Context: an optimization exercise on an open-source flow, tuned for small area and a short achievable clock period. The choices shown serve that exercise and are no tape-out recipe. Where RTL was checked, it was by simulation tests only, not by an equivalence proof against the original. Power is estimated from default activity; no workload was simulated.

// CORE
module CORE #(
    parameter DATA_WIDTH = 8
)
(
    input wire i_CLK,
    input wire i_RSTn,
    input wire [31:0] i_instr,
    input wire i_valid,
    input wire i_ready1,
    output reg o_ready,
    output wire [DATA_WIDTH-1:0] o_data1,
    output wire o_valid1
);
export LEC_CHECK = 0
export CAP_MARGIN = 20
export CORE_MARGIN = 2
export CORE_UTILIZATION = 40
export SETUP_SLACK_MARGIN = 4.3
export SLEW_MARGIN = 20
export SYNTH_HIERARCHICAL = 1
create_clock -name core_clock -period 7.5 [get_ports {i_CLK}]
run.sh (not shown) runs the stock make flow with config.mk's settings and CLKGATE_MAP_FILE= SYNTH_SCRIPT=/design/flow/synth_recipe.tcl, a recipe that flattens the netlist after the stock synthesis.
The starting point finished with timing, DRC and antenna clean.
Then changed:
--- a/flow/config.mk
+++ b/flow/config.mk
@@ -10,3 +10,4 @@
 export CORE_UTILIZATION = 40
-export SETUP_SLACK_MARGIN = 4.3
+export CTS_BUF_LIST = sky130_fd_sc_hd__clkbuf_4 sky130_fd_sc_hd__clkbuf_8
+export SETUP_SLACK_MARGIN = 3.8
 export SLEW_MARGIN = 20
Outcome: Area after synthesis stays the same; sequential power is about the same; via count went up by 2.0%; sequential cell count does not change; clock power increases by about 5%; fmax went up by 1.9%.
Then changed:
--- a/flow/config.mk
+++ b/flow/config.mk
@@ -9,4 +9,3 @@
 export CORE_MARGIN = 2
-export CORE_UTILIZATION = 40
-export CTS_BUF_LIST = sky130_fd_sc_hd__clkbuf_4 sky130_fd_sc_hd__clkbuf_8
+export CORE_UTILIZATION = 60
 export SETUP_SLACK_MARGIN = 3.8
What happened: Die area fell by 33%; setup slack gets worse by 280 ps; count of clock-buffer cells in the layout fell by 35; wire length rose by 9.9%; final area fell by 0.67%.
Then changed:
--- a/flow/config.mk
+++ b/flow/config.mk
@@ -9,3 +9,6 @@
 export CORE_MARGIN = 2
-export CORE_UTILIZATION = 60
+export CORE_UTILIZATION = 40
+export CTS_BUF_LIST = sky130_fd_sc_hd__clkbuf_16
+export CTS_CLUSTER_DIAMETER = 100
+export CTS_CLUSTER_SIZE = 30
 export SETUP_SLACK_MARGIN = 3.8
The new run finished with timing, DRC and antenna clean.
Combinational power goes down by about 5%.
Via count goes down by 9.4%.
Core utilization goes down by 30 points.
Worst hold slack is better by 41 ps.
No run of this note included a check of the RTL's function; only the layout flow was run.

========
## PW
Another version of the RTL of CORE (not shown whole).
For scale: about 1200 cells after synthesis, roughly 46 I/O pins.
export LEC_CHECK = 0
export CAP_MARGIN = 20
export CORE_MARGIN = 2
export CORE_UTILIZATION = 40
export CTS_BUF_LIST = sky130_fd_sc_hd__clkbuf_16
export CTS_CLUSTER_DIAMETER = 100
export CTS_CLUSTER_SIZE = 24
export PLACE_DENSITY = 0.85
export SETUP_SLACK_MARGIN = 3.95
export SLEW_MARGIN = 20
export SYNTH_HIERARCHICAL = 1
export TNS_END_PERCENT = 100
create_clock -name core_clock -period 7.5 [get_ports {i_CLK}]
standard.sh (not shown) runs the stock make flow with config.mk's settings and CLKGATE_MAP_FILE= SYNTH_SCRIPT=/design/flow/synth_recipe.tcl, a recipe that flattens the netlist after the stock synthesis.
==> flow/flow/run.sh <==
#!/bin/bash
# The standard layout, except that the input and output port buffers are
# sky130_fd_sc_hd__buf_2 cells (buffer_ports otherwise picks a slow delay cell);
# timing repair resizes them like any other cell.
set -euo pipefail
export BUFFER_PORTS_ARGS="-buffer_cell sky130_fd_sc_hd__buf_2"
bash standard.sh > standard.log 2>&1
Modified inputs, AL compared to PW
diff --git a/flow/config.mk b/flow/config.mk
--- a/flow/config.mk
+++ b/flow/config.mk
@@ -9,3 +9,3 @@
 export CORE_MARGIN = 2
-export CORE_UTILIZATION = 40
+export CORE_UTILIZATION = 55
 export CTS_BUF_LIST = sky130_fd_sc_hd__clkbuf_16
@@ -14,3 +14,3 @@
 export PLACE_DENSITY = 0.85
-export SETUP_SLACK_MARGIN = 3.95
+export SETUP_SLACK_MARGIN = 3.8
 export SLEW_MARGIN = 20
## What came out
Compared with PW, in AL die area fell by about 27%; number of non-filler instances in the completed layout fell 145; width of the die shows a reduction of 27 µm. Compare PW and AL | routed wire length lower: AL. AL: share of total power consumed by net switching higher than PW. Between PW and AL, the difference in via count is negligible. Sort PW and AL by growth of design area from synthesis to finish asc -> top: AL.

-- re-timing with driven ports --
The results above use ideal ports. As a check the final layouts listed here were re-extracted and re-timed, cells and wires unchanged.
Step 1 assumes that a clkbuf_16 drives the clock port and a buf_2 every other input.
Step 2 moves the port delays by t, midway between the first and last clock arrival at a register: inputs arrive t later, outputs are due t later. That takes back most of the time a late clock gives input paths.
a / b / c = ideal ports / drivers / drivers and shift; a / b = the first two.
run	shift t [ns]	setup slack, ns	worst setup path at the end	slew at the worst register clock pin (ns)	worst slew at a driven data input, ns
the first run of note 1	0.605	3.572 / 3.480 / 2.875	input to register	0.06 / 0.06	0.17
the second run of note 1	0.617	3.644 / 3.606 / 2.989	input to register	0.07 / 0.07	0.15
the third run of note 1	0.587	3.365 / 3.268 / 2.681	input to register	0.07 / 0.07	0.16
the fourth run of note 1	0.549	3.648 / 3.625 / 3.076	input to register	0.11 / 0.11	0.10
PW	0.536	3.851 / 3.802 / 3.420	input to register	0.10 / 0.10	0.04
AL	0.536	3.828 / 3.819 / 3.306	input to register	0.10 / 0.10	0.03
After both steps setup and hold are still met in every run listed. For the first run of note 1, which loses most, drivers alone change the setup slack by -0.092 ns; drivers and shift together by -0.697 ns.
